Source: an optimization exercise on an open RTL-to-GDS flow (aim: small area and a short achievable clock period). Production flows keep margins and buffers that such runs may drop.
RTL that was checked went through simulation tests only; none was proved equivalent to the original.
For runs 1 to 6, only the layout was checked, not whether the RTL still works.
No activity file was given, so power comes from the tool's default toggle rates.

### flow/design.v
module fadd_sub(
  input  logic        clk_i,
  input  logic [31:0] operand_a,
  input  logic [31:0] operand_b,
  output logic [31:0] result_o
);
  wire        sa = operand_a[31], sb = operand_b[31];
  wire [7:0]  fa = operand_a[30:23], fb = operand_b[30:23];
  wire        za = (fa == 8'd0), zb = (fb == 8'd0);    
  wire [7:0]  ea1 = {fa[7:1], fa[0] | za};             
  wire [7:0]  eb1 = {fb[7:1], fb[0] | zb};
  wire [23:0] ma = {~za, operand_a[22:0]};
  wire [23:0] mb = {~zb, operand_b[22:0]};
  wire [7:0]  ea = {fa[7:1], fa[0] | (za & (operand_a[22:0] != 23'd0))};
  wire [7:0]  eb = {fb[7:1], fb[0] | (zb & (operand_b[22:0] != 23'd0))};
  wire [7:0]  xp = fa ^ ~fb;
  wire [7:0]  xg = fa & ~fb;
  wire eg0 = xg[1] | (xp[1] & xg[0]);
  wire ep0 = xp[1] & xp[0];
  wire eg1 = xg[3] | (xp[3] & xg[2]);
  wire ep1 = xp[3] & xp[2];
  wire eg2 = xg[5] | (xp[5] & xg[4]);
  wire ep2 = xp[5] & xp[4];
  wire eg3 = xg[7] | (xp[7] & xg[6]);
  wire ep3 = xp[7] & xp[6];
  wire eg4 = xg[2] | (xp[2] & eg0);
  wire ep4 = xp[2] & ep0;
  wire eg5 = eg1 | (ep1 & eg0);
  wire ep5 = ep1 & ep0;
  wire eg6 = xg[6] | (xp[6] & eg2);
  wire ep6 = xp[6] & ep2;
  wire eg7 = eg3 | (ep3 & eg2);
  wire ep7 = ep3 & ep2;
  wire eg8 = xg[4] | (xp[4] & eg5);
  wire ep8 = xp[4] & ep5;
  wire eg9 = eg2 | (ep2 & eg5);
  wire ep9 = ep2 & ep5;
  wire eg10 = eg6 | (ep6 & eg5);
  wire ep10 = ep6 & ep5;
  wire eg11 = eg7 | (ep7 & eg5);
  wire ep11 = ep7 & ep5;
  wire [7:0]  xG = {eg11, eg10, eg9, eg8, eg5, eg4, eg0, xg[0]};
  wire [7:0]  xP;
  assign xP[0] = xp[0];
  assign xP[1] = xP[0] & xp[1];
  assign xP[2] = xP[1] & xp[2];
  assign xP[3] = xP[2] & xp[3];
  assign xP[4] = xP[3] & xp[4];
  assign xP[5] = xP[4] & xp[5];
  assign xP[6] = xP[5] & xp[6];
  assign xP[7] = xP[6] & xp[7];
  wire        a_exp_gt = xG[7];               
  wire        exp_eq = xP[7];                 
  wire [7:0]  d;                              
  wire        corr = za ^ zb;
  assign d[0] = a_exp_gt ? (xp[0] ^ ~corr) : ~(xp[0] ^ corr);
  assign d[1] = a_exp_gt ? (xp[1] ^ (xG[0] | (xP[0] & ~corr))) : ~(xp[1] ^ (xG[0] | (xP[0] & corr)));
  assign d[2] = a_exp_gt ? (xp[2] ^ (xG[1] | (xP[1] & ~corr))) : ~(xp[2] ^ (xG[1] | (xP[1] & corr)));
  assign d[3] = a_exp_gt ? (xp[3] ^ (xG[2] | (xP[2] & ~corr))) : ~(xp[3] ^ (xG[2] | (xP[2] & corr)));
  assign d[4] = a_exp_gt ? (xp[4] ^ (xG[3] | (xP[3] & ~corr))) : ~(xp[4] ^ (xG[3] | (xP[3] & corr)));
  assign d[5] = a_exp_gt ? (xp[5] ^ (xG[4] | (xP[4] & ~corr))) : ~(xp[5] ^ (xG[4] | (xP[4] & corr)));
  assign d[6] = a_exp_gt ? (xp[6] ^ (xG[5] | (xP[5] & ~corr))) : ~(xp[6] ^ (xG[5] | (xP[5] & corr)));
  assign d[7] = a_exp_gt ? (xp[7] ^ (xG[6] | (xP[6] & ~corr))) : ~(xp[7] ^ (xG[6] | (xP[6] & corr)));
  wire [23:0] ma_s = ma, mb_s = mb;
  wire        a_gt_b = a_exp_gt | (exp_eq & (operand_a[22:0] > operand_b[22:0]));
  wire        zero = (d[7:5] != 3'd0);                      
  wire        sub = sa ^ sb;
  wire [23:0] big   = a_gt_b ? ma : mb;
  wire [23:0] small = a_gt_b ? mb_s : ma_s;
  wire [23:0] sh1 = d[0] ? {1'b0, small[23:1]} : small;
  wire [23:0] sh2 = d[1] ? {2'b0, sh1[23:2]} : sh1;
  wire [23:0] sh4 = d[2] ? {4'b0, sh2[23:4]} : sh2;
  wire [23:0] sh8 = d[3] ? {8'b0, sh4[23:8]} : sh4;
  wire [23:0] sh16 = d[4] ? {16'b0, sh8[23:16]} : sh8;
  wire [23:0] y = (zero ? 24'd0 : sh16) ^ {24{sub}};
  logic        r_sign, r_sub;
  logic [7:0]  r_exp;
  logic [23:0] r_x, r_y;
  always_ff @(posedge clk_i) begin
    r_sign <= a_gt_b ? sa : sb;
    r_sub  <= sub;
    r_exp  <= a_gt_b ? ea : eb;
    r_x    <= big;
    r_y    <= y;
  end
  wire [24:0] p = {r_x ^ r_y, 1'b0};
  wire [24:0] g = {r_x & r_y, r_sub};
  wire [24:0] s;    
  wire cg12 = g[1] | (p[1] & g[0]);
  wire cp12 = p[1] & p[0];
  wire cg13 = g[3] | (p[3] & g[2]);
  wire cp13 = p[3] & p[2];
  wire cg14 = g[5] | (p[5] & g[4]);
  wire cp14 = p[5] & p[4];
  wire cg15 = g[7] | (p[7] & g[6]);
  wire cp15 = p[7] & p[6];
  wire cg16 = g[9] | (p[9] & g[8]);
  wire cp16 = p[9] & p[8];
  wire cg17 = g[11] | (p[11] & g[10]);
  wire cp17 = p[11] & p[10];
  wire cg18 = g[13] | (p[13] & g[12]);
  wire cp18 = p[13] & p[12];
  wire cg19 = g[15] | (p[15] & g[14]);
  wire cp19 = p[15] & p[14];
  wire cg20 = g[17] | (p[17] & g[16]);
  wire cp20 = p[17] & p[16];
  wire cg21 = g[19] | (p[19] & g[18]);
  wire cp21 = p[19] & p[18];
  wire cg22 = g[21] | (p[21] & g[20]);
  wire cp22 = p[21] & p[20];
  wire cg23 = g[23] | (p[23] & g[22]);
  wire cp23 = p[23] & p[22];
  wire cg24 = g[2] | (p[2] & cg12);
  wire cp24 = p[2] & cp12;
  wire cg25 = cg13 | (cp13 & cg12);
  wire cp25 = cp13 & cp12;
  wire cg26 = g[6] | (p[6] & cg14);
  wire cp26 = p[6] & cp14;
  wire cg27 = cg15 | (cp15 & cg14);
  wire cp27 = cp15 & cp14;
  wire cg28 = g[10] | (p[10] & cg16);
  wire cp28 = p[10] & cp16;
  wire cg29 = cg17 | (cp17 & cg16);
  wire cp29 = cp17 & cp16;
  wire cg30 = g[14] | (p[14] & cg18);
  wire cp30 = p[14] & cp18;
  wire cg31 = cg19 | (cp19 & cg18);
  wire cp31 = cp19 & cp18;
  wire cg32 = g[18] | (p[18] & cg20);
  wire cp32 = p[18] & cp20;
  wire cg33 = cg21 | (cp21 & cg20);
  wire cp33 = cp21 & cp20;
  wire cg34 = g[22] | (p[22] & cg22);
  wire cp34 = p[22] & cp22;
  wire cg35 = cg23 | (cp23 & cg22);
  wire cp35 = cp23 & cp22;
  wire cg36 = g[4] | (p[4] & cg25);
  wire cp36 = p[4] & cp25;
  wire cg37 = cg14 | (cp14 & cg25);
  wire cp37 = cp14 & cp25;
  wire cg38 = cg26 | (cp26 & cg25);
  wire cp38 = cp26 & cp25;
  wire cg39 = cg27 | (cp27 & cg25);
  wire cp39 = cp27 & cp25;
  wire cg40 = g[12] | (p[12] & cg29);
  wire cp40 = p[12] & cp29;
  wire cg41 = cg18 | (cp18 & cg29);
  wire cp41 = cp18 & cp29;
  wire cg42 = cg30 | (cp30 & cg29);
  wire cp42 = cp30 & cp29;
  wire cg43 = cg31 | (cp31 & cg29);
  wire cp43 = cp31 & cp29;
  wire cg44 = g[20] | (p[20] & cg33);
  wire cp44 = p[20] & cp33;
  wire cg45 = cg22 | (cp22 & cg33);
  wire cp45 = cp22 & cp33;
  wire cg46 = cg34 | (cp34 & cg33);
  wire cp46 = cp34 & cp33;
  wire cg47 = cg35 | (cp35 & cg33);
  wire cp47 = cp35 & cp33;
  wire cg48 = g[8] | (p[8] & cg39);
  wire cp48 = p[8] & cp39;
  wire cg49 = cg16 | (cp16 & cg39);
  wire cp49 = cp16 & cp39;
  wire cg50 = cg28 | (cp28 & cg39);
  wire cp50 = cp28 & cp39;
  wire cg51 = cg29 | (cp29 & cg39);
  wire cp51 = cp29 & cp39;
  wire cg52 = cg40 | (cp40 & cg39);
  wire cp52 = cp40 & cp39;
  wire cg53 = cg41 | (cp41 & cg39);
  wire cp53 = cp41 & cp39;
  wire cg54 = cg42 | (cp42 & cg39);
  wire cp54 = cp42 & cp39;
  wire cg55 = cg43 | (cp43 & cg39);
  wire cp55 = cp43 & cp39;
  wire cg56 = g[24] | (p[24] & cg47);
  wire cp56 = p[24] & cp47;
  wire cg57 = g[16] | (p[16] & cg55);
  wire cp57 = p[16] & cp55;
  wire cg58 = cg20 | (cp20 & cg55);
  wire cp58 = cp20 & cp55;
  wire cg59 = cg32 | (cp32 & cg55);
  wire cp59 = cp32 & cp55;
  wire cg60 = cg33 | (cp33 & cg55);
  wire cp60 = cp33 & cp55;
  wire cg61 = cg44 | (cp44 & cg55);
  wire cp61 = cp44 & cp55;
  wire cg62 = cg45 | (cp45 & cg55);
  wire cp62 = cp45 & cp55;
  wire cg63 = cg46 | (cp46 & cg55);
  wire cp63 = cp46 & cp55;
  wire cg64 = cg47 | (cp47 & cg55);
  wire cp64 = cp47 & cp55;
  wire cg65 = cg56 | (cp56 & cg55);
  wire cp65 = cp56 & cp55;
  assign s[0] = p[1] ^ g[0];
  assign s[1] = p[2] ^ cg12;
  assign s[2] = p[3] ^ cg24;
  assign s[3] = p[4] ^ cg25;
  assign s[4] = p[5] ^ cg36;
  assign s[5] = p[6] ^ cg37;
  assign s[6] = p[7] ^ cg38;
  assign s[7] = p[8] ^ cg39;
  assign s[8] = p[9] ^ cg48;
  assign s[9] = p[10] ^ cg49;
  assign s[10] = p[11] ^ cg50;
  assign s[11] = p[12] ^ cg51;
  assign s[12] = p[13] ^ cg52;
  assign s[13] = p[14] ^ cg53;
  assign s[14] = p[15] ^ cg54;
  assign s[15] = p[16] ^ cg55;
  assign s[16] = p[17] ^ cg57;
  assign s[17] = p[18] ^ cg58;
  assign s[18] = p[19] ^ cg59;
  assign s[19] = p[20] ^ cg60;
  assign s[20] = p[21] ^ cg61;
  assign s[21] = p[22] ^ cg62;
  assign s[22] = p[23] ^ cg63;
  assign s[23] = p[24] ^ cg64;
  assign s[24] = cg65;
  wire        norm = s[24] & ~r_sub;    
  assign result_o = {r_sign,
                     norm ? r_exp + 8'd1 : r_exp,
                     norm ? s[23:1] : s[22:0]};
endmodule
### flow/flow/run.sh
#!/bin/bash
# Own layout flow: the standard ORFS flow (standard.sh), with two changes:
#  - ports are buffered with sky130_fd_sc_hd__buf_1 (which repair may upsize)
#    instead of the clkdlybuf4s50_1 that buffer_ports picks by default;
#  - repair_timing aims for a setup slack margin of MARGIN ns.
# Every tool's output goes to the ORFS logs under orfs/logs and to standard.log.
set -euo pipefail
MARGIN=$(cat flow/margin 2>/dev/null || echo 5)
export BUFFER_PORTS_ARGS="-buffer_cell sky130_fd_sc_hd__buf_1"
bash standard.sh SETUP_SLACK_MARGIN=$MARGIN finish > standard.log 2>&1
### flow/flow/margin
5
### flow/standard.sh
#!/bin/bash
# synth_recipe.tcl (not shown) runs the flow's synth.tcl, then flattens the netlist and writes it again
# the make line also repeats each setting of config.mk as NAME=value (left out here)
make -C /OpenROAD-flow-scripts/flow DESIGN_CONFIG=/design/flow/config.mk WORK_HOME=/design/flow/orfs CLKGATE_MAP_FILE= SYNTH_SCRIPT=/design/flow/synth_recipe.tcl "${@:-finish}"
### flow/config.mk
export PLATFORM = sky130hd
export DESIGN_NAME = fadd_sub
export DESIGN_NICKNAME = fadd_sub
export VERILOG_FILES = /design/flow/design.v
export SDC_FILE = /design/flow/constraint.sdc
export NUM_CORES = 4
export LEC_CHECK = 0
export CAP_MARGIN = 20
export CORE_MARGIN = 2
export CORE_UTILIZATION = 40
export SLEW_MARGIN = 20
### flow/constraint.sdc
create_clock -name core_clock -period 12.0 [get_ports {clk_i}]
set_input_delay 2.4000 -clock core_clock [delete_from_list [all_inputs] [get_ports {clk_i}]]
set_output_delay 2.4000 -clock core_clock [all_outputs]
set_load 0.01 [all_outputs]
==> impl_metrics.csv, run 1 <==
group,metric,value,unit
run,maxCapViolCount,0,
yosys,yosys_warnings,1,
power,leakage,3.025,nW
floorplanning,io_pins,97,
drt,first_iter_violations,535,
setup_path,arrival,4.21,ns
clocking,htree_levels,3,
yosys,synth_edf_count,0,
clocking,cts_inserted_buffers,9,
global_routing,grt_use_total,0.2276,
floorplanning,start_util,0.4079,
cells_and_area,multi_input_area,5215,um^2
setup_path,slowest_delay,0.57,ns
yosys,synthFlopType,"dfxtp_1",
floorplanning,rows,47,
placement,dp_hpwl,16670,um
yosys,syn_inst,833,
placement,port_buffers,96,
sta,fin_crit_sh,0.5505,
setup_path,start_kind,"flop",
drt,wl_per_cell,18.13,um
drt,drc,0,
drt,viasPerCell,5.943,
cells_and_area,final_area,7591,um^2
cells_and_area,fillCellCount,1699,
global_routing,grt_pass1_wl,32790,um
setup_path,crit_path_frequent_cell,"o21ai_0",
power,pwr-share-clk,0.219,
sta,worst-slew-pin-transition,0.7126,ns
setup_path,cpLargestDelayFamily,"compound AO/OA/AOI/OAI gates",
power,intPower,650.4,uW
yosys,async_flop_share,0,
global_routing,grt_max_degree,43,
sta,drv_slew,0,
yosys,synth_top_area_share,0.1717,
power,seqPwrFrac,0.208,
setup_path,path_cells,"inv_1, fa_1, nor2b_1, o21a_1, o21ai_0, a21oi_1, a311oi_1, o31ai_2, a41oi_1, a211oi_2, buf_4, or3b_2, o21ai_0, buf_1",
clocking,cts_tree,"built",
sta,rsz0062_at_grt,"true",
power,switching_share,0.4300,
setup_path,worstPathMaxFanout,26,
floorplanning,die_h,134.0,um
clocking,holdBufCountCts,0,
yosys,postSynthAreaPerCell,8.120,um^2
global_routing,grt_antenna_before_repair,0,
drt,antenna_left,0,
setup_path,crit_required,9.60,ns
yosys,syn-cell-area,6764,um^2
drt,num_vias,6733,
power,power.density,150.3,nW/um^2
sta,setup_viol,0,
sta,fin_setup_tns,0,ns
sta,relSlewSlack,0.5244,
hold_path,hp-class,"in -> reg",
yosys,netlist_top_cells_area,"dfxtp_1 17%, ha_1 10%, mux4_2 6.0%",
placement,gp_congestion,0.9430,
clocking,clock_sinks,58,
yosys,ys_seq_area_frac,0.1717,
clocking,clk_path_buf_depth,2,
setup_path,worst-path-buf-inv,3,
sta,hold_viol,0,
floorplanning,die-area,17970,um^2
sta,fin_crit,6.607,ns
yosys,ys_types,89,
placement,post_dp_cell_area,7266,um^2
cells_and_area,drive_gt1_frac,0.1172,
power,ir_worst_vdd,60.81,uV
setup_path,setup.worst_path.end_class,"primary output",
clocking,root_buffer,"clkbuf_16",
cells_and_area,nNetsFinal,1035,
sta,fmax,0.1514,GHz
floorplanning,die_w,134.0,um
status,status,"finished clean",
global_routing,gr-total-overflow,0,
cells_and_area,register_area,1161,um^2
drt,routed_wl,20540,um
cells_and_area,diodes,0,
floorplanning,core,16580,um^2
cells_and_area,area_growth,12.23,%
power,power_switching,490.6,uW
setup_path,worstSetupPathType,"reg -> out",
yosys,synth_seq_cells,58,
setup_path,slowest_stage,"a311oi_1",
yosys,yosys.area.top_type,"dfxtp_1",
power,combPwrFrac,0.572,
clocking,path_clk_slew,0.06,ns
drt,dr.pass1.iters,5,
global_routing,grt_pass1_vias,6131,
yosys,synth_nets,960,
-- final timing paths --
check / from / to / slack [ns] / cells past startpoint
worst max-delay path: r_sub / result_o[11] / 5.39 / 14
worst min-delay path: operand_b[31] / r_sign / 2.40 / 2
-- power by group through the flow --
stage | Sequential, mW | Clock (mW) | Combinational, mW
after floorplan | 0.237 | 0 | 0.480
after global placement | 0.242 | 0 | 0.638
after detailed placement | 0.242 | 0 | 0.640
after CTS | 0.238 | 0.253 | 0.643
after global routing | 0.241 | 0.263 | 0.723
final | 0.238 | 0.250 | 0.653
-- registers in the layout, summed over array words and instances, names as in the netlist --
| name | flops |
|---|---|
| r_sign | 1 |
| r_exp | 8 |
| r_x | 24 |
| r_sub | 1 |
| r_y | 24 |
-- cells by family after synthesis --
group | share of synthesized area
AND/OR/NAND/NOR | 0.2011
AO/OA/AOI/OAI | 0.2253
buffers and inverters | 0.06049
multiplexers | 0.1624
adder cells (fa/ha/maj) | 0.1225
flip-flops | 0.1717
XOR/XNOR | 0.05660
-- cells in the mapped netlist, drive strengths merged (7+ instances only) --
library cell and instances:
dfxtp 58, mux2i 28, o21a 7, ha 55, a211oi 12, inv 51
o211ai 16, nor2 76, a21o 14, clkbuf 23, nand2 65, nor4 19
mux4 19, o21ai 57, nor3 27, nand3 15, or4 8, nand2b 7
o31ai 9, nand4 16, fa 7, a21oi 49, mux2 34, xnor2 36
buf 19
-- area by class of cell --
type                       instances  area share
clock buffer                      10     0.03148
clock inverter                     6    0.008736
inverter                          52     0.02571
multi-input combinational        681      0.6870
sequential                        58      0.1530
tap                              220     0.03626
timing repair buffer             106     0.05785
-- metal layers --
layer,part of all wire,track usage,vias up
li1,-,-,3282
met1,0.47,0.3274,3135
met2,0.43,0.3481,274
met3,0.070,0.03099,42
met4,0.029,0.08246,0
met5,0,0,-
-- cells in the final DEF, fill, tap and decap left out, types with 6 or more instances in the layout --
cell	n
a211oi_1	10
a21o_1	13
a21oi_1	49
buf_1	96
buf_4	9
clkbuf_16	9
dfxtp_1	58
fa_1	7
ha_1	55
inv_1	50
mux2_2	32
mux2i_1	27
mux4_2	18
nand2_1	65
nand2b_1	7
nand3_1	15
nand4_1	15
nor2_1	75
nor3_1	26
nor4_1	17
o211ai_1	16
o21a_1	7
o21ai_0	49
o21ai_1	8
o22ai_1	6
o31ai_1	8
or3_1	6
or4_1	8
xnor2_1	34
-- what timing repair did --
action,4_1_cts,5_1_grt
pin swaps,0,1
resized for setup,2,2
buffers inserted,0,1
gates cloned,0,0
setup endpoints to repair,3,8
-- through the flow --
stage          setup slack (ns)    util  std cells  hold WS (ns)  power (mW)
6_report                  5.393  0.4577       1133         2.401       1.141
5_1_grt                   4.991  0.4577       1133         2.403       1.227
4_1_cts                   5.120  0.4568       1132         2.395       1.134
3_5_place_dp              4.605  0.4381       1116         2.729      0.8817
3_3_place_gp              4.820  0.4381       1116         2.733      0.8799
2_1_floorplan             5.960       -        833         2.509      0.7173
==> run 2, diff against run 1 <==
--- a/flow/config.mk
+++ b/flow/config.mk
@@ -7,2 +7,3 @@
 export LEC_CHECK = 0
+export ABC_AREA = 1
 export CAP_MARGIN = 20
==> run 2 against run 1 <==
Sequential share of layout area up 0.98 points. Die area down 5.9%. Combinational power is 5.8% lower. Count of clock-buffer cells in the layout up 4. Via count up 0.10%. Hold slack lost 0.021 ns. Setup slack better by 0.20 ns. Sequential power hardly changed. Critical path depth up 7. First-iteration DRC count is 15% higher.
==> impl_metrics.csv, run 2 <==
group,metric,value,unit
global_routing,grt_max_degree,61,
yosys,syn-cell-area,6351,um^2
floorplanning,rows,46,
cells_and_area,fillCellCount,1720,
yosys,yosys_warnings,1,
drt,antenna_left,0,
yosys,synth_compound_area_frac,0.1024,
yosys,synth_top_family_by_area,"simple AND/OR/NAND/NOR gates",
yosys,synth_mux_area_frac,0.001773,
cells_and_area,nNetsFinal,1211,
setup_path,arrival,6.61,ns
setup_path,crit_required,12.21,ns
yosys,synth_seq_cells,58,
yosys,synthAdderAreaFrac,0.1304,
clocking,postCtsSetupBuffers,0,
floorplanning,die_h,130.0,um
global_routing,grt_pass1_vias,6085,
yosys,synth-xor-area-share,0.07013,
setup_path,crit_cells,21,
drt,viasPerCell,5.169,
placement,port_buffers,96,
yosys,synth_common_cells,"302 x nand2_1, 192 x nand3_1, 95 x inv_1",
sta,hold_viol,0,
cells_and_area,final_util,0.4540,
yosys,syn_inst,1012,
yosys,synthSimpleGateAreaFrac,0.4149,
cells_and_area,area_growth,12.31,%
clocking,cts_inserted_buffers,9,
cells_and_area,drive_gt1_frac,0.06158,
yosys,async_flop_share,0,
power,power.density,157.5,nW/um^2
hold_path,hp-class,"in -> reg",
setup_path,slowest_stage,"nand2_1",
drt,routed_wl,20950,um
clocking,path_clk_slew,0.05,ns
power,leakage,3.463,nW
power,ir_worst_vdd,65.63,uV
setup_path,worst-path-buf-inv,4,
sta,setup_viol,0,
clocking,clk_path_buf_depth,2,
cells_and_area,register_area,1161,um^2
floorplanning,core,15710,um^2
yosys,synthFlopType,"dfxtp_1",
sta,fin_crit_sh,0.5335,
cells_and_area,final_common_cell,"nand2_1",
floorplanning,start_util,0.4042,
run,maxCapViolCount,0,
yosys,netlist_top_cells_area,"dfxtp_1 18%, nand2_1 18%, nand3_1 15%",
placement,gp_congestion,1.011,
yosys,post-synth-top-count-cell,"nand2_1",
setup_path,worstPathMaxFanout,60,
drt,drc,0,
floorplanning,io_pins,97,
drt,first_iter_violations,617,
sta,fin_crit,6.402,ns
cells_and_area,final_cell_mix,"301 x nand2_1, 192 x nand3_1, 96 x buf_1",
clocking,htree_levels,3,
status,status,"finished clean",
drt,wl_per_cell,16.06,um
sta,worst-slew-pin-transition,1.110,ns
global_routing,grt_use_total,0.2500,
floorplanning,die_w,130.0,um
clocking,root_buffer,"clkbuf_16",
cells_and_area,multi_input_area,4586,um^2
sta,fin_setup_tns,0,ns
global_routing,grt_pass1_wl,32400,um
yosys,ys_types,43,
yosys,synth_nets,1139,
global_routing,gr-total-overflow,0,
yosys,ys_seq_area_frac,0.1828,
sta,drv_slew,0,
placement,dp_hpwl,17000,um
cells_and_area,diodes,0,
setup_path,slowest_delay,0.66,ns
setup_path,cpLargestDelayFamily,"simple AND/OR/NAND/NOR gates",
clocking,clock_sinks,58,
sta,rsz0062_at_grt,"false",
sta,fmax,0.1562,GHz
clocking,cts_tree,"built",
setup_path,path_cells,"buf_1, inv_1, ha_1, nand2_2, nor2_4, nand2_2, nor2_4, nand3_1, nor2_1, nand2_1, nand2_4, buf_4, nand2_2, a21oi_2, inv_1, nand2_1, nand4_1, a21oi_1, nand2_1, nand2_1, nand2_1",
drt,dr.pass1.iters,5,
yosys,postSynthAreaPerCell,6.276,um^2
yosys,synth_top_area_share,0.1828,
setup_path,start_kind,"input port",
yosys,synth_edf_count,0,
global_routing,grt_antenna_before_repair,0,
setup_path,crit_path_frequent_cell,"nand2_1",
drt,num_vias,6740,
setup_path,setup.worst_path.end_class,"flop",
cells_and_area,reg_top3,"r_x (24), r_y (24), r_exp (8)",
sta,hold_ws,2.380,ns
yosys,yosys.area.top_type,"dfxtp_1",
floorplanning,die-area,16900,um^2
hold_path,worstHoldPathCells,3,
sta,relSlewSlack,0.2584,
setup_path,worstSetupPathType,"in -> reg",
-- run 2: cell families after synthesis --
family,Yosys count
compound gates,114
xor+xnor,47
fa+ha+maj,62
buf+inv,144
flops,58
mux,1
simple gates,586
-- run 2: layout make-up --
| class | count | share of cell area |
|---|---|---|
| multi-input cells | 810 | 0.6429 |
| flip-flops and latches | 58 | 0.1628 |
| inverters | 104 | 0.05560 |
| repair buffers | 100 | 0.05473 |
| clock buffers | 14 | 0.04122 |
| well taps | 216 | 0.03789 |
| clock inverters | 1 | 0.004210 |
| repair inverters | 1 | 0.0007016 |
-- run 2: power breakdown --
group	switching, mW	internal, mW	total, mW	leakage (nW)
clock	0.0801	0.187	0.267	0.161
combinational	0.414	0.201	0.615	2.81
sequential	0.0169	0.224	0.241	0.489
total	0.511	0.612	1.12	3.46
-- run 2: final timing paths --
kind	startpoint	endpoint	slack (ns)
setup / recovery	operand_b[24]	r_y[5]	5.60
hold / removal	operand_a[28]	r_exp[5]	2.38
-- run 2: metrics by stage --
step	cell area (um^2)	instances	total power [mW]	setup slack, ns
global route	7133	1304	1.222	5.195
detailed placement	6793	1288	0.8522	5.188
CTS	7117	1303	1.122	5.121
finish	7133	1304	1.124	5.598
floorplan	6351	1012	0.6919	6.996
global placement	6793	1288	0.8521	5.265
-- run 2: timing repair --
item / 4_1_cts / 5_1_grt
hold buffers: 0 / 0
resized for setup: 0 / 3
endpoints found under the setup margin: 0 / 15
-- run 2: routing by layer --
metal / vias up / global-route usage / wire length (um)
met5: - / 0 / 0
met4: 0 / 0.06515 / 414
met3: 27 / 0.03608 / 1291
met2: 206 / 0.3991 / 9226
met1: 3031 / 0.3543 / 10010
li1: 3476 / - / -
==> run 3, diff against run 2 <==
--- a/flow/design.v
+++ b/flow/design.v
@@ -73,4 +73,2 @@
   wire [23:0] sh8 = d[3] ? {8'b0, sh4[23:8]} : sh4;
-  wire [23:0] sh16 = d[4] ? {16'b0, sh8[23:16]} : sh8;
-  wire [23:0] y = (zero ? 24'd0 : sh16) ^ {24{sub}};
   logic        r_sign, r_sub;
@@ -78,2 +76,4 @@
   logic [23:0] r_x, r_y;
+  logic [4:4] r_d;
+  logic        r_zero;
   always_ff @(posedge clk_i) begin
@@ -83,6 +83,10 @@
     r_x    <= big;
-    r_y    <= y;
+    r_y    <= sh8;
+    r_d    <= d[4:4];
+    r_zero <= zero;
   end
-  wire [24:0] p = {r_x ^ r_y, 1'b0};
-  wire [24:0] g = {r_x & r_y, r_sub};
+  wire [23:0] r_sh16 = r_d[4] ? {16'b0, r_y[23:16]} : r_y;
+  wire [23:0] y = (r_zero ? 24'd0 : r_sh16) ^ {24{r_sub}};
+  wire [24:0] p = {r_x ^ y, 1'b0};
+  wire [24:0] g = {r_x & y, r_sub};
   wire [24:0] s;    
--- a/flow/config.mk
+++ b/flow/config.mk
@@ -7,3 +7,2 @@
 export LEC_CHECK = 0
-export ABC_AREA = 1
 export CAP_MARGIN = 20
==> run 3 against run 2 <==
Sequential power up 17%. Cell count down 24%. First-iteration DRC count down 31%. Area after synthesis down 1.9%. Fmax down 5.2%. Hold slack worse by 0.060 ns. Wire length down 17%. Count of clock-buffer cells in the layout down 3. Setup slack worse by 0.35 ns. Largest cell class unchanged. Cell area down 0.32%. Non-clock buffer count up 3. Clock power up 6%.
==> impl_metrics.csv, run 3 <==
group,metric,value,unit
sta,setup_viol,0,
global_routing,grt_antenna_before_repair,0,
cells_and_area,final_area,7111,um^2
cells_and_area,fin_cells,986,
yosys,synth_top_area_share,0.1927,
global_routing,grt_max_degree,61,
sta,hold_viol,0,
clocking,cts_tree,"built",
floorplanning,die_h,128.8,um
cells_and_area,final_cell_mix,"96 x buf_1, 63 x nand2_1, 59 x dfxtp_1",
floorplanning,die_w,128.8,um
yosys,post-synth-top-count-cell,"nand2_1",
yosys,synthSimpleGateAreaFrac,0.1612,
floorplanning,core,15200,um^2
yosys,synthAdderAreaFrac,0.1297,
clocking,htree_levels,3,
clocking,path_clk_slew,0.05,ns
placement,dp_hpwl,13820,um
setup_path,setup.worst_path.end_class,"primary output",
yosys,netlist_top_cells_area,"dfxtp_1 19%, ha_1 11%, mux2_2 7.6%",
yosys,synthFlopType,"dfxtp_1",
cells_and_area,register_area,1202,um^2
drt,viasPerCell,5.685,
placement,post_dp_cell_area,6725,um^2
floorplanning,start_util,0.4100,
status,status,"finished clean",
global_routing,grt_use_total,0.2109,
yosys,synth_compound_area_frac,0.1574,
drt,routed_wl,17410,um
floorplanning,io_pins,97,
drt,dr.pass1.iters,5,
yosys,async_flop_share,0,
hold_path,hp-class,"in -> reg",
setup_path,arrival,4.35,ns
clocking,cts_inserted_buffers,9,
drt,drc,0,
drt,antenna_left,0,
yosys,yosys_warnings,1,
clocking,root_buffer,"clkbuf_16",
yosys,synth_seq_cells,60,
sta,drv_slew,0,
sta,worst-slew-pin-transition,0.9305,ns
drt,wl_per_cell,17.66,um
sta,setup_ws,5.248,ns
yosys,synth_common_cells,"63 x nand2_1, 60 x dfxtp_1, 55 x ha_1",
run,maxCapViolCount,0,
placement,gp_congestion,0.8931,
yosys,synth_mux_area_frac,0.2267,
setup_path,worstSetupPathType,"reg -> out",
setup_path,crit_required,9.60,ns
placement,dp_slack,4.960,ns
yosys,synth-xor-area-share,0.07729,
placement,placed_cells,968,
clocking,clk_path_buf_depth,2,
cells_and_area,nNetsFinal,919,
drt,first_iter_violations,424,
global_routing,grt_pass1_vias,5139,
yosys,ys_types,67,
clocking,postCtsSetupBuffers,0,
drt,num_vias,5605,
floorplanning,rows,45,
power,ir_worst_vdd,78.64,uV
sta,relSlewSlack,0.3775,
cells_and_area,reg_top3,"r_x (24), r_y (24), r_exp (8)",
yosys,ys_seq_area_frac,0.1927,
cells_and_area,area_growth,14.09,%
sta,rsz0062_at_grt,"false",
yosys,syn-cell-area,6232,um^2
yosys,synth_nets,834,
cells_and_area,fillCellCount,1526,
sta,fin_crit_sh,0.5627,
placement,port_buffers,96,
floorplanning,die-area,16590,um^2
sta,fin_setup_tns,0,ns
sta,fin_crit,6.752,ns
global_routing,grt_pass1_wl,27710,um
setup_path,start_kind,"flop",
yosys,postSynthAreaPerCell,8.803,um^2
yosys,synth_edf_count,0,
power,leakage,2.986,nW
cells_and_area,final_common_cell,"buf_1",
cells_and_area,multi_input_area,4751,um^2
yosys,syn_inst,708,
yosys,synth_top_family_by_area,"multiplexers",
sta,fmax,0.1481,GHz
yosys,yosys.area.top_type,"dfxtp_1",
power,power.density,170.0,nW/um^2
cells_and_area,diodes,0,
global_routing,gr-total-overflow,0,
cells_and_area,drive_gt1_frac,0.1391,
clocking,clock_sinks,60,
setup_path,worstPathMaxFanout,16,
[run 3: cell count changes after synthesis, sizes merged, moves of 11 or more]
cell	delta
nand2	-249
nand3	-181
inv	-55
mux2	+43
mux2i	+38
xnor2	+34
o21ai	-33
xor2	-26
mux4	+23
nor3	+16
a21oi	-13
nor4	+11
[run 3: kinds of logic (layout without fill, tap and decap cells)]
kind of cell               count (synthesis)  after routing
and+or+nand+nor                          210            212
AOI/OAI and AO/OA                        140            140
muxes                                    105            105
buffers and inverters                     77            165
adders and majority gates                 61             61
DFF                                       60             60
xor gates and xnor gates                  55             55
[run 3: power breakdown]
group	switching [mW]	total [mW]	internal, mW
Combinational	0.364	0.643	0.279
Sequential	0.0323	0.282	0.250
Clock	0.0900	0.283	0.193
Total	0.486	1.21	0.723
[run 3: stage by stage]
step                      power (mW)  hold slack (ns)    util
after CTS                      1.204            2.327  0.4655
after global routing           1.297            2.347  0.4677
after detailed placement      0.9155            2.673  0.4424
after global placement        0.9161            2.679  0.4424
after floorplan               0.7581            2.493       -
final                          1.209            2.320  0.4677
[run 3: layout make-up]
class	instances	area share
multi-input combinational	573	0.6681
sequential	60	0.1691
timing repair buffer	103	0.05807
clock buffer	11	0.03554
tap	188	0.03308
inverter	46	0.02428
clock inverter	5	0.01179
[run 3: path summary, 6_finish.rpt]
check | from | end | cells past startpoint
setup / recovery | r_d | result_o[13] | 13
hold / removal | operand_b[31] | r_sub | 2
[run 3: critical path, cell delays in order (launching register included)]
cell and delay [ns]:
dfxtp_1 0.48, nor2_4 0.36, nand2_1 0.11, xnor2_1 0.13, ha_1 0.38, a21o_1 0.22
a21oi_1 0.28, o21bai_1 0.10, a2111o_1 0.41, a21oi_1 0.31, a211oi_4 0.18, nor2_2 0.53
mux2_2 0.40, buf_1 0.13
[run 3: metal layers]
| layer | GRT usage | vias to the layer above | part of all wire |
|---|---|---|---|
| met5 | 0 | - | 0 |
| met1 | 0.3185 | 2628 | 0.49 |
| met4 | 0.05243 | 0 | 0.014 |
| li1 | - | 2781 | - |
| met3 | 0.01996 | 22 | 0.047 |
| met2 | 0.3228 | 174 | 0.45 |
[run 3: what timing repair did]
item	CTS	global route
gates cloned	1	1
pin swaps	1	1
hold buffers	0	0
endpoints found under the setup margin	29	27
resized for setup	3	3
==> run 4, diff against run 3 <==
--- a/flow/config.mk
+++ b/flow/config.mk
@@ -7,2 +7,3 @@
 export LEC_CHECK = 0
+export ABC_AREA = 1
 export CAP_MARGIN = 20
==> run 4 against run 3 <==
Still clean. Utilization decreased by 1.8 points. Non-clock buffer count decreased by 7. First-iteration DRC count decreased by 11%. Wire length increased by 3.3%. Cell count increased by 33%. Total power decreased by 5.2%. Critical path depth increased by 5. Hold slack improved by 0.064 ns. Global-route usage increased by 0.80 points. Sequential power about the same. Critical endpoint is now result_o[12].
==> impl_metrics.csv, run 4 <==
group,metric,value,unit
status,status,"finished clean",
floorplanning,die_h,129.9,um
placement,port_buffers,96,
yosys,synth_nets,1147,
clocking,htree_levels,3,
yosys,synth_top_area_share,0.1896,
cells_and_area,diodes,0,
sta,fin_setup_tns,0,ns
drt,dr.pass1.iters,5,
yosys,ys_seq_area_frac,0.1896,
setup_path,worstSetupPathType,"reg -> out",
sta,worst-slew-pin-transition,1.085,ns
yosys,synth_common_cells,"289 x nand2_1, 202 x nand3_1, 96 x inv_1",
setup_path,crit_required,9.60,ns
drt,num_vias,6609,
yosys,syn-cell-area,6336,um^2
yosys,synth_edf_count,0,
clocking,path_clk_slew,0.05,ns
cells_and_area,reg_top3,"r_x (24), r_y (24), r_exp (8)",
sta,hold_ws,2.385,ns
placement,post_dp_cell_area,6731,um^2
clocking,root_buffer,"clkbuf_16",
global_routing,grt_max_degree,92,
sta,rsz0062_at_grt,"false",
cells_and_area,multi_input_area,4518,um^2
cells_and_area,area_growth,11.14,%
power,p_total,1.146,mW
yosys,async_flop_share,0,
floorplanning,start_util,0.4047,
power,leakage,3.469,nW
drt,routed_wl,17990,um
global_routing,gr-total-overflow,0,
cells_and_area,register_area,1201,um^2
placement,dp_slack,5.577,ns
drt,wl_met2,7844,um
yosys,post-synth-top-count-cell,"nand2_1",
drt,antenna_left,0,
drt,viasPerCell,5.057,
yosys,syn_inst,1021,
global_routing,grt_pass1_vias,5975,
drt,top_layer_used,"met4",
floorplanning,die-area,16860,um^2
power,power.density,162.7,nW/um^2
yosys,yosys.area.top_type,"dfxtp_1",
sta,fin_crit_sh,0.5230,
global_routing,grt_use_total,0.2189,
yosys,ys_types,42,
cells_and_area,fin_cells,1307,
sta,fin_crit,6.276,ns
sta,drv_slew,0,
placement,dp_hpwl,14770,um
cells_and_area,final_cell_mix,"289 x nand2_1, 202 x nand3_1, 96 x inv_1, 96 x buf_1, 60 x dfxtp_1",
global_routing,grt_antenna_before_repair,0,
drt,wl_per_cell,13.76,um
floorplanning,core,15660,um^2
cells_and_area,final_common_cell,"nand2_1",
hold_path,hp-class,"in -> reg",
sta,fmax,0.1593,GHz
setup_path,arrival,3.88,ns
clocking,clk_path_buf_depth,2,
setup_path,setup.worst_path.end_class,"primary output",
drt,wl_met1,9008,um
yosys,postSynthAreaPerCell,6.206,um^2
floorplanning,io_pins,97,
placement,gp_congestion,0.8824,
yosys,synth_seq_cells,60,
drt,first_iter_violations,376,
global_routing,grt_pass1_wl,29330,um
sta,setup_viol,0,
run,maxCapViolCount,0,
setup_path,start_kind,"flop",
clocking,cts_inserted_buffers,9,
yosys,netlist_top_cells_area,"dfxtp_1 19%, nand2_1 17%, nand3_1 16%",
cells_and_area,final_util,0.4498,
sta,relSlewSlack,0.2757,
sta,setup_ws,5.724,ns
drt,wl_met3,851,um
placement,placed_cells,1291,
yosys,synthFlopType,"dfxtp_1",
cells_and_area,fillCellCount,1778,
setup_path,worstPathMaxFanout,34,
yosys,yosys_warnings,1,
cells_and_area,drive_gt1_frac,0.05408,
floorplanning,rows,46,
cells_and_area,nNetsFinal,1212,
sta,hold_viol,0,
clocking,cts_tree,"built",
clocking,clock_sinks,60,
drt,drc,0,
floorplanning,die_w,129.9,um
power,ir_worst_vdd,58.96,uV
cells_and_area,final_area,7042,um^2
## run 4: repair_timing
action                                  in CTS  in global routing
gates resized for setup                      0                  2
hold buffers                                 0                  0
endpoints found under the setup margin       0                 26
setup buffers                                0                  0
## run 4: layer usage
layer	up-vias	track usage
met3	25	0.01599
met5	-	0
met1	2899	0.3172
met2	197	0.3492
li1	3488	-
met4	0	0.06325
## run 4: critical path, stage by stage, from the launching register on
cell      delay, ns
dfxtp_1        0.41
nor2_4         0.34
nand2_1        0.11
xor2_1         0.16
ha_1           0.35
a21o_1         0.14
a21oi_1        0.09
o21bai_1       0.20
inv_1          0.09
o21ai_0        0.20
nand2_1        0.07
nand2_1        0.08
a21oi_1        0.07
nand2_2        0.09
nand2_2        0.33
inv_2          0.48
nand2_1        0.09
nand2_1        0.08
buf_1          0.15
## run 4: final timing paths
check | depth (start not counted) | slack (ns) | to | from
worst min-delay path | 2 | 2.38 | r_sub | operand_a[31]
worst max-delay path | 18 | 5.72 | result_o[12] | r_d
## run 4: area by class of cell
cell class                      count  share of cell area
Inverter                          103             0.05526
Tap cell                          216             0.03838
Sequential cell                    60              0.1706
Clock inverter                      6            0.009062
Multi-Input combinational cell    816              0.6416
Timing Repair Buffer               96             0.05117
Clock buffer                       10             0.03394
## run 4: cells by family after synthesis
family,share of synthesized area
AO/OA/AOI/OAI,0.08472
XOR/XNOR,0.06773
adder cells (fa/ha/maj),0.1276
buffers and inverters,0.09854
flip-flops,0.1896
multiplexers,0.001777
AND/OR/NAND/NOR,0.4301
## run 4: where the power goes
| part | internal [mW] | switching, mW | leakage [nW] |
|---|---|---|---|
| combinational | 0.210 | 0.406 | 2.82 |
| sequential | 0.251 | 0.0281 | 0.504 |
| clock | 0.165 | 0.0846 | 0.144 |
| total | 0.627 | 0.519 | 3.47 |
==> run 5, diff against run 4 <==
==> flow/flow/margin (replaced) <==
5.8
==> run 5 against run 4 <==
Cell area rose by 0.76%. Count of clock-buffer cells in the layout is the same. Die area stayed put. First-iteration DRC count fell by 6.6%. Hold slack gained 0.0047 ns. Largest cell class unchanged. Still clean. Wire length is 0.48% higher. Sequential share of layout area down 0.076 points. Sequential power about the same. Combinational power up 0.8%. Cell count is 0.23% higher. Setup slack improved by 0.49 ns. Global-route usage did not move.
==> impl_metrics.csv, run 5 <==
group,metric,value,unit
yosys,ys_types,42,
setup_path,start_kind,"flop",
clocking,clk_path_buf_depth,2,
sta,drv_slew,0,
drt,drc,0,
global_routing,gr-total-overflow,0,
hold_path,hp-class,"in -> reg",
sta,rsz0062_at_grt,"true",
placement,dp_slack,5.577,ns
floorplanning,start_util,0.4047,
setup_path,worstPathMaxFanout,34,
yosys,synth_common_cells,"289 x nand2_1, 202 x nand3_1, 96 x inv_1",
run,maxCapViolCount,0,
drt,num_vias,6704,
sta,setup_ws,6.214,ns
global_routing,grt_max_degree,92,
drt,viasPerCell,5.118,
setup_path,crit_required,9.60,ns
power,power.density,162.7,nW/um^2
setup_path,crit_path_frequent_cell,"nand2_1",
placement,port_buffers,96,
drt,first_iter_violations,351,
yosys,synth_edf_count,0,
clocking,cts_tree,"built",
yosys,async_flop_share,0,
cells_and_area,reg_top3,"r_x (24), r_y (24), r_exp (8)",
sta,hold_viol,0,
clocking,root_buffer,"clkbuf_16",
cells_and_area,register_area,1205,um^2
yosys,post-synth-top-count-cell,"nand2_1",
power,ir_worst_vdd,59.79,uV
placement,post_dp_cell_area,6731,um^2
yosys,synth_top_area_share,0.1896,
floorplanning,die-area,16860,um^2
cells_and_area,area_growth,11.99,%
floorplanning,core,15660,um^2
placement,gp_congestion,0.8824,
setup_path,slowest_stage,"dfxtp_1",
sta,setup_viol,0,
setup_path,worst-path-buf-inv,3,
cells_and_area,drive_gt1_frac,0.05850,
cells_and_area,final_cell_mix,"289 x nand2_1, 202 x nand3_1, 96 x inv_1, 96 x buf_1, 59 x dfxtp_1",
cells_and_area,final_area,7096,um^2
clocking,htree_levels,3,
status,status,"finished clean",
drt,antenna_left,0,
sta,fin_crit,5.786,ns
drt,wl_per_cell,13.80,um
global_routing,grt_pass1_vias,5975,
setup_path,arrival,3.39,ns
drt,routed_wl,18070,um
floorplanning,die_w,129.9,um
yosys,synth_nets,1147,
setup_path,cpLargestDelayFamily,"simple AND/OR/NAND/NOR gates",
global_routing,grt_pass1_wl,29330,um
placement,dp_hpwl,14770,um
setup_path,path_cells,"nor2_4, buf_12, nand2_1, xor2_1, ha_1, a21oi_1, nor2_1, nor2_1, o21bai_1, a31oi_1, nand2_2, nand3_2, nand2_2, nand2_4, inv_6, nand2_1, nand2_1, buf_1",
global_routing,grt_antenna_before_repair,0,
cells_and_area,fillCellCount,1772,
setup_path,setup.worst_path.end_class,"primary output",
yosys,syn_inst,1021,
yosys,synthFlopType,"dfxtp_1",
clocking,clock_sinks,60,
global_routing,grt_use_total,0.2189,
cells_and_area,diodes,0,
drt,dr.pass1.iters,5,
sta,fin_setup_tns,0,ns
yosys,netlist_top_cells_area,"dfxtp_1 19%, nand2_1 17%, nand3_1 16%",
yosys,yosys.area.top_type,"dfxtp_1",
yosys,postSynthAreaPerCell,6.206,um^2
yosys,syn-cell-area,6336,um^2
yosys,synth_seq_cells,60,
clocking,holdBufCountCts,0,
clocking,cts_inserted_buffers,9,
power,leakage,3.491,nW
floorplanning,io_pins,97,
setup_path,slowest_delay,0.40,ns
floorplanning,rows,46,
sta,relSlewSlack,0.4692,
sta,fin_crit_sh,0.4822,
setup_path,worstSetupPathType,"reg -> out",
sta,fmax,0.1728,GHz
sta,worst-slew-pin-transition,0.7954,ns
cells_and_area,multi_input_area,4526,um^2
yosys,ys_seq_area_frac,0.1896,
cells_and_area,nNetsFinal,1215,
clocking,path_clk_slew,0.05,ns
floorplanning,die_h,129.9,um
yosys,yosys_warnings,1,
cells_and_area,final_common_cell,"nand2_1",
run 5: cell type report:
cell class / count / share of cell area
multi-input cells: 816 / 0.6378
repair buffers: 99 / 0.05572
clock inverters: 6 / 0.008993
well taps: 216 / 0.03809
inverters: 103 / 0.05590
clock buffers: 10 / 0.03368
flip-flops and latches: 60 / 0.1698
run 5: where the power goes:
group          leakage [nW]  switching, mW  total [mW]  internal [mW]
Combinational          2.84          0.408       0.622          0.214
Sequential            0.504         0.0284       0.280          0.252
Clock                 0.144         0.0866       0.252          0.166
run 5: worst paths after layout:
kind	slack, ns	start	end	depth (start not counted)
setup / recovery	6.21	r_zero	result_o[12]	18
hold / removal	2.39	operand_b[31]	r_sub	2
run 5: kinds of logic after synthesis:
logic type	after synthesis	synth area share
AOI/OAI and AO/OA	99	0.08472
xor gates and xnor gates	49	0.06773
and+or+nand+nor	606	0.4301
DFF	60	0.1896
buffers and inverters	145	0.09854
muxes	1	0.001777
adders and majority gates	61	0.1276
run 5: timing repair:
action / in CTS / in global routing
pin swaps: 0 / 1
endpoints found under the setup margin: 30 / 48
buffers inserted: 0 / 3
resized for setup: 4 / 6
run 5: routing by layer:
metal	GRT usage	share of wire	wire length, um	vias up
met1	0.3172	0.50	8977	2952
met3	0.01599	0.053	955	31
met5	0	0	0	-
met2	0.3492	0.43	7810	225
li1	-	-	-	3496
met4	0.06325	0.018	330	0
run 5: through the flow:
step	instances	utilization	power (mW)	hold WS (ns)
after global routing	1310	0.4532	1.267	2.392
after global placement	1291	0.4300	0.8986	2.650
after CTS	1307	0.4503	1.155	2.374
after detailed placement	1291	0.4300	0.8994	2.663
after floorplan	1021	-	0.7460	2.493
final	1310	0.4532	1.155	2.390
==> run 6, diff against run 5 <==
==> flow/flow/margin (replaced) <==
6.3
==> run 6 against run 5 <==
Still clean. Hold slack lost 0.0039 ns. Global-route usage grew 0.37 points. Setup slack gained 0.22 ns. Flip-flop and latch count is the same. Wire length grew 7.0%. Utilization grew 2.4 points. Cell area grew 5.3%. Critical path type unchanged.
==> impl_metrics.csv, run 6 <==
group,metric,value,unit
status,status,"finished clean",
cells_and_area,reg_top3,"r_x (24), r_y (24), r_exp (8)",
clocking,holdBufCountCts,0,
run,maxCapViolCount,0,
hold_path,min-delay-start,"operand_a[31]",
placement,port_buffers,96,
drt,routed_wl,19340,um
yosys,ys_types,42,
yosys,synth_top_area_share,0.1896,
yosys,yosys.area.top_type,"dfxtp_1",
placement,dp_hpwl,14770,um
floorplanning,rows,46,
clocking,clk_path_buf_depth,2,
yosys,ys_seq_area_frac,0.1896,
setup_path,arrival,3.17,ns
floorplanning,start_util,0.4047,
placement,gp_congestion,0.8824,
yosys,syn_inst,1021,
power,leakage,3.680,nW
setup_path,worstSetupPathType,"reg -> out",
floorplanning,die_w,129.9,um
setup_path,start_kind,"flop",
clocking,htree_levels,3,
power,ir_worst_vdd,66.00,uV
sta,fin_crit,5.571,ns
global_routing,gr-total-overflow,0,
yosys,post-synth-top-count-cell,"nand2_1",
cells_and_area,area_growth,17.87,%
drt,drc,0,
yosys,synth_nets,1147,
yosys,postSynthAreaPerCell,6.206,um^2
power,power.density,165.9,nW/um^2
global_routing,grt_pass1_vias,6042,
sta,rsz0062_at_grt,"true",
drt,antenna_left,0,
global_routing,grt_antenna_before_repair,0,
yosys,synth_edf_count,0,
setup_path,worstPathMaxFanout,9,
cells_and_area,fillCellCount,1728,
cells_and_area,final_cell_mix,"289 x nand2_1, 202 x nand3_1, 94 x inv_1",
floorplanning,die_h,129.9,um
clocking,path_clk_slew,0.05,ns
yosys,yosys_warnings,1,
global_routing,grt_pass1_wl,29790,um
drt,first_iter_violations,479,
clocking,cts_tree,"built",
floorplanning,io_pins,97,
sta,fin_setup_tns,0,ns
hold_path,holdPathEnd,"r_sub",
cells_and_area,drive_gt1_frac,0.1155,
drt,viasPerCell,5.128,
yosys,netlist_top_cells_area,"dfxtp_1 19%, nand2_1 17%, nand3_1 16%",
drt,wl_per_cell,14.51,um
yosys,async_flop_share,0,
sta,hold_viol,0,
sta,drv_slew,0,
clocking,clock_sinks,60,
global_routing,grt_max_degree,92,
yosys,synth_common_cells,"289 x nand2_1, 202 x nand3_1, 96 x inv_1",
drt,dr.pass1.iters,5,
hold_path,worstHoldPathCells,2,
sta,fin_crit_sh,0.4642,
sta,fmax,0.1795,GHz
floorplanning,core,15660,um^2
clocking,cts_inserted_buffers,9,
yosys,synthFlopType,"dfxtp_1",
sta,worst-slew-pin-transition,0.5776,ns
cells_and_area,nNetsFinal,1238,
hold_path,hp-class,"in -> reg",
global_routing,grt_use_total,0.2225,
cells_and_area,diodes,0,
floorplanning,die-area,16860,um^2
clocking,root_buffer,"clkbuf_16",
cells_and_area,final_util,0.4771,
sta,hold_ws,2.386,ns
sta,setup_viol,0,
cells_and_area,final_common_cell,"nand2_1",
setup_path,crit_required,9.60,ns
yosys,syn-cell-area,6336,um^2
setup_path,setup.worst_path.end_class,"primary output",
drt,num_vias,6835,
yosys,synth_seq_cells,60,
sta,relSlewSlack,0.6109,
run 6: cell counts after synthesis:
No cell type changed its count.
run 6: what timing repair did:
| action | in CTS | in global routing |
|---|---|---|
| resized for setup | 15 | 56 |
| buffers inserted | 5 | 17 |
| endpoints found under the setup margin | 54 | 49 |
| pin swaps | 3 | 8 |
| gates cloned | 1 | 3 |
run 6: area by class of cell:
cell class                      instances  area, um^2  area share
Multi-Input combinational cell        819        4677      0.6262
Sequential cell                        60        1209      0.1618
Timing Repair Buffer                  118       584.3     0.07824
Inverter                              103       417.9     0.05596
Tap cell                              216       270.3     0.03619
Clock buffer                           10       239.0     0.03200
Clock inverter                          6       63.81    0.008544
Timing Repair inverter                  1       7.507    0.001005
run 6: worst max-delay path by stage:
stage                      start            to  slack [ns]  depth (start not counted)
final                     r_zero  result_o[24]        6.43                         19
after global routing         r_d  result_o[15]        6.23                         15
after CTS                 r_zero  result_o[16]        6.30                         15
after detailed placement     r_d  result_o[12]        5.58                         18
after global placement       r_d  result_o[12]        5.71                         18
after floorplan              r_d  result_o[25]        6.53                         18
run 6: critical path, stage by stage, from the launching register on:
cell	delay, ns
dfxtp_4	0.37
nor2_4	0.15
buf_12	0.13
nand2_1	0.06
xor2_1	0.14
ha_1	0.31
a21o_1	0.22
a21oi_2	0.18
o21bai_1	0.13
inv_1	0.11
o21ai_2	0.07
nand2_1	0.06
nand2_1	0.07
a21oi_2	0.18
nand2_4	0.11
buf_12	0.16
nand2_8	0.09
nand2_1	0.07
nand2_1	0.08
clkbuf_2	0.15
run 6: report_power, final:
part           internal [mW]  total [mW]  switching (mW)
clock                  0.165       0.251          0.0858
combinational          0.264       0.707           0.443
sequential             0.252       0.281          0.0286
run 6: metal layers:
metal,GRT usage,part of all wire,vias up,wire (um)
met4,0.06325,0.016,0,313
met5,0,0,-,0
met3,0.01312,0.055,25,1070
met1,0.3216,0.47,3042,9151
met2,0.3591,0.46,222,8804
li1,-,-,3546,-
run 6: cell families after synthesis:
kind of cell	synth area share
fa+ha+maj	0.1276
xor+xnor	0.06773
mux	0.001777
buf+inv	0.09854
simple gates	0.4301
flops	0.1896
compound gates	0.08472
run 6: metrics by stage:
step	worst slack [ns]	instances	area, um^2	power [mW]
after floorplan	6.529	1021	6336	0.7460
after detailed placement	5.577	1291	6731	0.8994
after global placement	5.707	1291	6731	0.8986
after global routing	6.231	1333	7468	1.351
after CTS	6.301	1313	7148	1.170
final	6.429	1333	7468	1.239
==> run 7, diff against run 6 <==
--- a/flow/design.v
+++ b/flow/design.v
@@ -41,14 +41,14 @@
   wire ep11 = ep7 & ep5;
-  wire [7:0]  xG = {eg11, eg10, eg9, eg8, eg5, eg4, eg0, xg[0]};
-  wire [7:0]  xP;
-  assign xP[0] = xp[0];
-  assign xP[1] = xP[0] & xp[1];
-  assign xP[2] = xP[1] & xp[2];
-  assign xP[3] = xP[2] & xp[3];
-  assign xP[4] = xP[3] & xp[4];
-  assign xP[5] = xP[4] & xp[5];
-  assign xP[6] = xP[5] & xp[6];
-  assign xP[7] = xP[6] & xp[7];
-  wire        a_exp_gt = xG[7];               
-  wire        exp_eq = xP[7];                 
+  wire [7:0]  gE = {eg11, eg10, eg9, eg8, eg5, eg4, eg0, xg[0]};
+  wire [7:0]  pE;
+  assign pE[0] = xp[0];
+  assign pE[1] = pE[0] & xp[1];
+  assign pE[2] = pE[1] & xp[2];
+  assign pE[3] = pE[2] & xp[3];
+  assign pE[4] = pE[3] & xp[4];
+  assign pE[5] = pE[4] & xp[5];
+  assign pE[6] = pE[5] & xp[6];
+  assign pE[7] = pE[6] & xp[7];
+  wire        a_exp_gt = gE[7];               
+  wire        exp_eq = pE[7];                 
   wire [7:0]  d;                              
@@ -56,9 +56,9 @@
   assign d[0] = a_exp_gt ? (xp[0] ^ ~corr) : ~(xp[0] ^ corr);
-  assign d[1] = a_exp_gt ? (xp[1] ^ (xG[0] | (xP[0] & ~corr))) : ~(xp[1] ^ (xG[0] | (xP[0] & corr)));
-  assign d[2] = a_exp_gt ? (xp[2] ^ (xG[1] | (xP[1] & ~corr))) : ~(xp[2] ^ (xG[1] | (xP[1] & corr)));
-  assign d[3] = a_exp_gt ? (xp[3] ^ (xG[2] | (xP[2] & ~corr))) : ~(xp[3] ^ (xG[2] | (xP[2] & corr)));
-  assign d[4] = a_exp_gt ? (xp[4] ^ (xG[3] | (xP[3] & ~corr))) : ~(xp[4] ^ (xG[3] | (xP[3] & corr)));
-  assign d[5] = a_exp_gt ? (xp[5] ^ (xG[4] | (xP[4] & ~corr))) : ~(xp[5] ^ (xG[4] | (xP[4] & corr)));
-  assign d[6] = a_exp_gt ? (xp[6] ^ (xG[5] | (xP[5] & ~corr))) : ~(xp[6] ^ (xG[5] | (xP[5] & corr)));
-  assign d[7] = a_exp_gt ? (xp[7] ^ (xG[6] | (xP[6] & ~corr))) : ~(xp[7] ^ (xG[6] | (xP[6] & corr)));
+  assign d[1] = a_exp_gt ? (xp[1] ^ (gE[0] | (pE[0] & ~corr))) : ~(xp[1] ^ (gE[0] | (pE[0] & corr)));
+  assign d[2] = a_exp_gt ? (xp[2] ^ (gE[1] | (pE[1] & ~corr))) : ~(xp[2] ^ (gE[1] | (pE[1] & corr)));
+  assign d[3] = a_exp_gt ? (xp[3] ^ (gE[2] | (pE[2] & ~corr))) : ~(xp[3] ^ (gE[2] | (pE[2] & corr)));
+  assign d[4] = a_exp_gt ? (xp[4] ^ (gE[3] | (pE[3] & ~corr))) : ~(xp[4] ^ (gE[3] | (pE[3] & corr)));
+  assign d[5] = a_exp_gt ? (xp[5] ^ (gE[4] | (pE[4] & ~corr))) : ~(xp[5] ^ (gE[4] | (pE[4] & corr)));
+  assign d[6] = a_exp_gt ? (xp[6] ^ (gE[5] | (pE[5] & ~corr))) : ~(xp[6] ^ (gE[5] | (pE[5] & corr)));
+  assign d[7] = a_exp_gt ? (xp[7] ^ (gE[6] | (pE[6] & ~corr))) : ~(xp[7] ^ (gE[6] | (pE[6] & corr)));
   wire [23:0] ma_s = ma, mb_s = mb;
@@ -67,5 +67,5 @@
   wire        sub = sa ^ sb;
-  wire [23:0] big   = a_gt_b ? ma : mb;
-  wire [23:0] small = a_gt_b ? mb_s : ma_s;
-  wire [23:0] sh1 = d[0] ? {1'b0, small[23:1]} : small;
+  wire [23:0] m_big   = a_gt_b ? ma : mb;
+  wire [23:0] m_small = a_gt_b ? mb_s : ma_s;
+  wire [23:0] sh1 = d[0] ? {1'b0, m_small[23:1]} : m_small;
   wire [23:0] sh2 = d[1] ? {2'b0, sh1[23:2]} : sh1;
@@ -82,3 +82,3 @@
     r_exp  <= a_gt_b ? ea : eb;
-    r_x    <= big;
+    r_x    <= m_big;
     r_y    <= sh8;
==> flow/flow/margin (replaced) <==
5.8
--- a/flow/config.mk
+++ b/flow/config.mk
@@ -10,3 +10,3 @@
 export CORE_MARGIN = 2
-export CORE_UTILIZATION = 40
+export CORE_UTILIZATION = 65
 export SLEW_MARGIN = 20
==> run 7 against run 6 <==
Cell count is 8.0% lower. Clock power shrank 26%. First-iteration DRC count rose by 15%. Wire length decreased by 15%. Non-clock buffer count fell by 19. Setup slack lost 0.23 ns. Area after synthesis is the same. Count of clock-buffer cells in the layout rose by 3. Critical path depth is 5 lower. Critical path type is now in -> reg. Critical endpoint is now r_y[10].
==> impl_metrics.csv, run 7 <==
group,metric,value,unit
floorplanning,rows,36,
placement,dp_hpwl,13280,um
clocking,holdBufCountCts,0,
yosys,ys_types,42,
sta,relSlewSlack,0.3403,
setup_path,worstPathMaxFanout,27,
floorplanning,io_pins,97,
yosys,synth_mux_area_frac,0.001777,
clocking,clk_path_buf_depth,2,
yosys,netlist_top_cells_area,"dfxtp_1 19%, nand2_1 17%, nand3_1 16%",
sta,fin_setup_tns,0,ns
yosys,synth_compound_area_frac,0.08472,
cells_and_area,fillCellCount,907,
setup_path,worstSetupPathType,"in -> reg",
drt,num_vias,6621,
sta,fin_crit,5.801,ns
drt,wl_met3,1119,um
floorplanning,die_h,102.7,um
drt,wl_per_cell,13.43,um
floorplanning,start_util,0.6604,
power,leakage,3.454,nW
clocking,clock_sinks,60,
yosys,synth_edf_count,0,
global_routing,grt_antenna_before_repair,0,
global_routing,grt_use_total,0.3205,
drt,wl_met2,7346,um
yosys,postSynthAreaPerCell,6.206,um^2
setup_path,arrival,6.07,ns
setup_path,crit_required,12.27,ns
yosys,synth-xor-area-share,0.06773,
drt,routed_wl,16480,um
cells_and_area,area_growth,8.906,%
setup_path,setup.worst_path.end_class,"flop",
cells_and_area,final_cell_mix,"289 x nand2_1, 202 x nand3_1, 96 x inv_1, 96 x buf_1, 59 x dfxtp_1",
sta,fmax,0.1724,GHz
yosys,yosys_warnings,1,
yosys,ys_seq_area_frac,0.1896,
drt,drc,0,
floorplanning,die-area,10550,um^2
yosys,post-synth-top-count-cell,"nand2_1",
cells_and_area,final_common_cell,"nand2_1",
cells_and_area,reg_top3,"r_x (24), r_y (24), r_exp (8)",
global_routing,grt_max_degree,92,
yosys,synth_seq_cells,60,
cells_and_area,drive_gt1_frac,0.05667,
power,ir_worst_vdd,74.86,uV
clocking,path_clk_slew,0.07,ns
clocking,cts_tree,"built",
placement,port_buffers,96,
global_routing,grt_pass1_wl,26670,um
yosys,synthAdderAreaFrac,0.1276,
hold_path,hp-class,"in -> reg",
clocking,cts_inserted_buffers,9,
drt,first_iter_violations,549,
yosys,synth_top_area_share,0.1896,
drt,viasPerCell,5.396,
status,status,"finished clean",
power,power.density,156.6,nW/um^2
clocking,root_buffer,"clkbuf_8",
power,p_total,1.081,mW
setup_path,worstSetupStartpoint,"operand_a[23]",
sta,rsz0062_at_grt,"false",
yosys,synth_nets,1147,
cells_and_area,nNetsFinal,1215,
sta,setup_viol,0,
placement,gp_congestion,0.9717,
run,maxCapViolCount,0,
sta,hold_viol,0,
yosys,synth_common_cells,"289 x nand2_1, 202 x nand3_1, 96 x inv_1",
yosys,async_flop_share,0,
yosys,synthFlopType,"dfxtp_1",
floorplanning,core,9594,um^2
drt,dr.pass1.iters,6,
global_routing,gr-total-overflow,0,
yosys,syn_inst,1021,
yosys,yosys.area.top_type,"dfxtp_1",
yosys,synth_top_family_by_area,"simple AND/OR/NAND/NOR gates",
sta,drv_slew,0,
drt,top_layer_used,"met4",
sta,fin_crit_sh,0.4834,
clocking,htree_levels,3,
setup_path,crit_end,"r_y[10]",
yosys,synthSimpleGateAreaFrac,0.4301,
cells_and_area,diodes,0,
floorplanning,die_w,102.7,um
global_routing,grt_pass1_vias,5633,
setup_path,start_kind,"input port",
drt,antenna_left,0,
drt,wl_met1,7602,um
sta,worst-slew-pin-transition,0.9885,ns
yosys,syn-cell-area,6336,um^2
## run 7: kinds of logic after synthesis
group	after synthesis
flops	60
simple gates	606
fa+ha+maj	61
mux	1
compound gates	99
buf+inv	145
xor+xnor	49
## run 7: per-layer routing
metal	GRT usage	vias to the layer above
met1	0.4558	2843
met5	0	-
met4	0.1063	0
li1	-	3497
met3	0.03729	33
met2	0.5073	248
## run 7: timing repair
action / CTS / global route
endpoints found under the setup margin: 30 / 30
pin swaps: 0 / 1
buffers inserted: 0 / 3
resized for setup: 4 / 7
## run 7: final cells by class
type                    count  area, um^2  area share
clock buffers              13       168.9     0.02448
clock inverters             3       43.79    0.006346
inverters                 103       404.1     0.05857
multi-input cells         816        4532      0.6568
flip-flops and latches     60        1202      0.1743
well taps                 133       166.4     0.02412
repair buffers             99       382.9     0.05548
## run 7: worst min path at each step
| stage | start | to | depth (start not counted) |
|---|---|---|---|
| after global routing | operand_b[31] | r_sub | 2 |
| after detailed placement | operand_b[31] | r_sub | 2 |
| after floorplan | operand_b[31] | r_sub | 1 |
| final | operand_b[31] | r_sub | 2 |
| after CTS | operand_b[31] | r_sub | 2 |
| after global placement | operand_b[31] | r_sub | 2 |
## run 7: stage by stage
step | hold slack, ns | std cells | cell area [um^2] | util | setup WS (ns)
2_1_floorplan | 2.493 | 1021 | 6336 | - | 6.529
3_3_place_gp | 2.630 | 1208 | 6628 | 0.6908 | 5.751
3_5_place_dp | 2.643 | 1208 | 6628 | 0.6908 | 5.608
4_1_cts | 2.305 | 1224 | 6853 | 0.7143 | 5.804
5_1_grt | 2.321 | 1227 | 6900 | 0.7192 | 5.809
6_report | 2.324 | 1227 | 6900 | 0.7192 | 6.199
## run 7: where the power goes
part	switching, mW	internal [mW]	leakage (nW)
clock	0.0731	0.113	0.110
combinational	0.402	0.214	2.84
sequential	0.0279	0.251	0.504
## run 7: worst max-delay path: stages
cell and delay (ns):
buf_1 0.16, nor2_1 0.13, nand2_1 0.06, nor2_1 0.22, inv_1 0.11, nand2_1 0.12, nand2_1 0.15, fa_1 1.18
inv_1 0.66, nand3_1 0.31, nand3_1 0.19, nand2_1 0.13, nand3_1 0.12, nand2_1 0.11

re-timing with driven ports:
No port has a modelled driver above. Below, the same layouts with a new extraction and two added sets of constraints.
Step 1: set_driving_cell puts a clkbuf_16 on clk_i and a buf_2 on each other input, an assumption about the parent block.
Step 2 times the ports against the registers' clock, not the clock port: input delays grow and output delays shrink by t, the midpoint of the rising clock arrivals with the driver on.
Three values: no drivers, after step 1, after step 2; two values: the first two.
run	t, ns	setup WS [ns]	latest minus earliest clock arrival (ns)
run 1	0.356	5.393 / 5.353 / 5.065	0.010 / 0.010
run 2	0.354	5.598 / 5.608 / 5.253	0.013 / 0.013
run 3	0.354	5.248 / 5.214 / 5.526	0.006 / 0.006
run 4	0.347	5.724 / 5.691 / 5.723	0.004 / 0.005
run 5	0.350	6.214 / 6.181 / 6.205	0.006 / 0.005
run 6	0.349	6.429 / 6.396 / 6.455	0.005 / 0.004
run 7	0.350	6.199 / 6.187 / 5.855	0.014 / 0.013
After both steps every run listed still meets setup and hold. The setup slack of run 2, which loses most, moves by +0.010 ns with the drivers and by -0.345 ns with both steps.
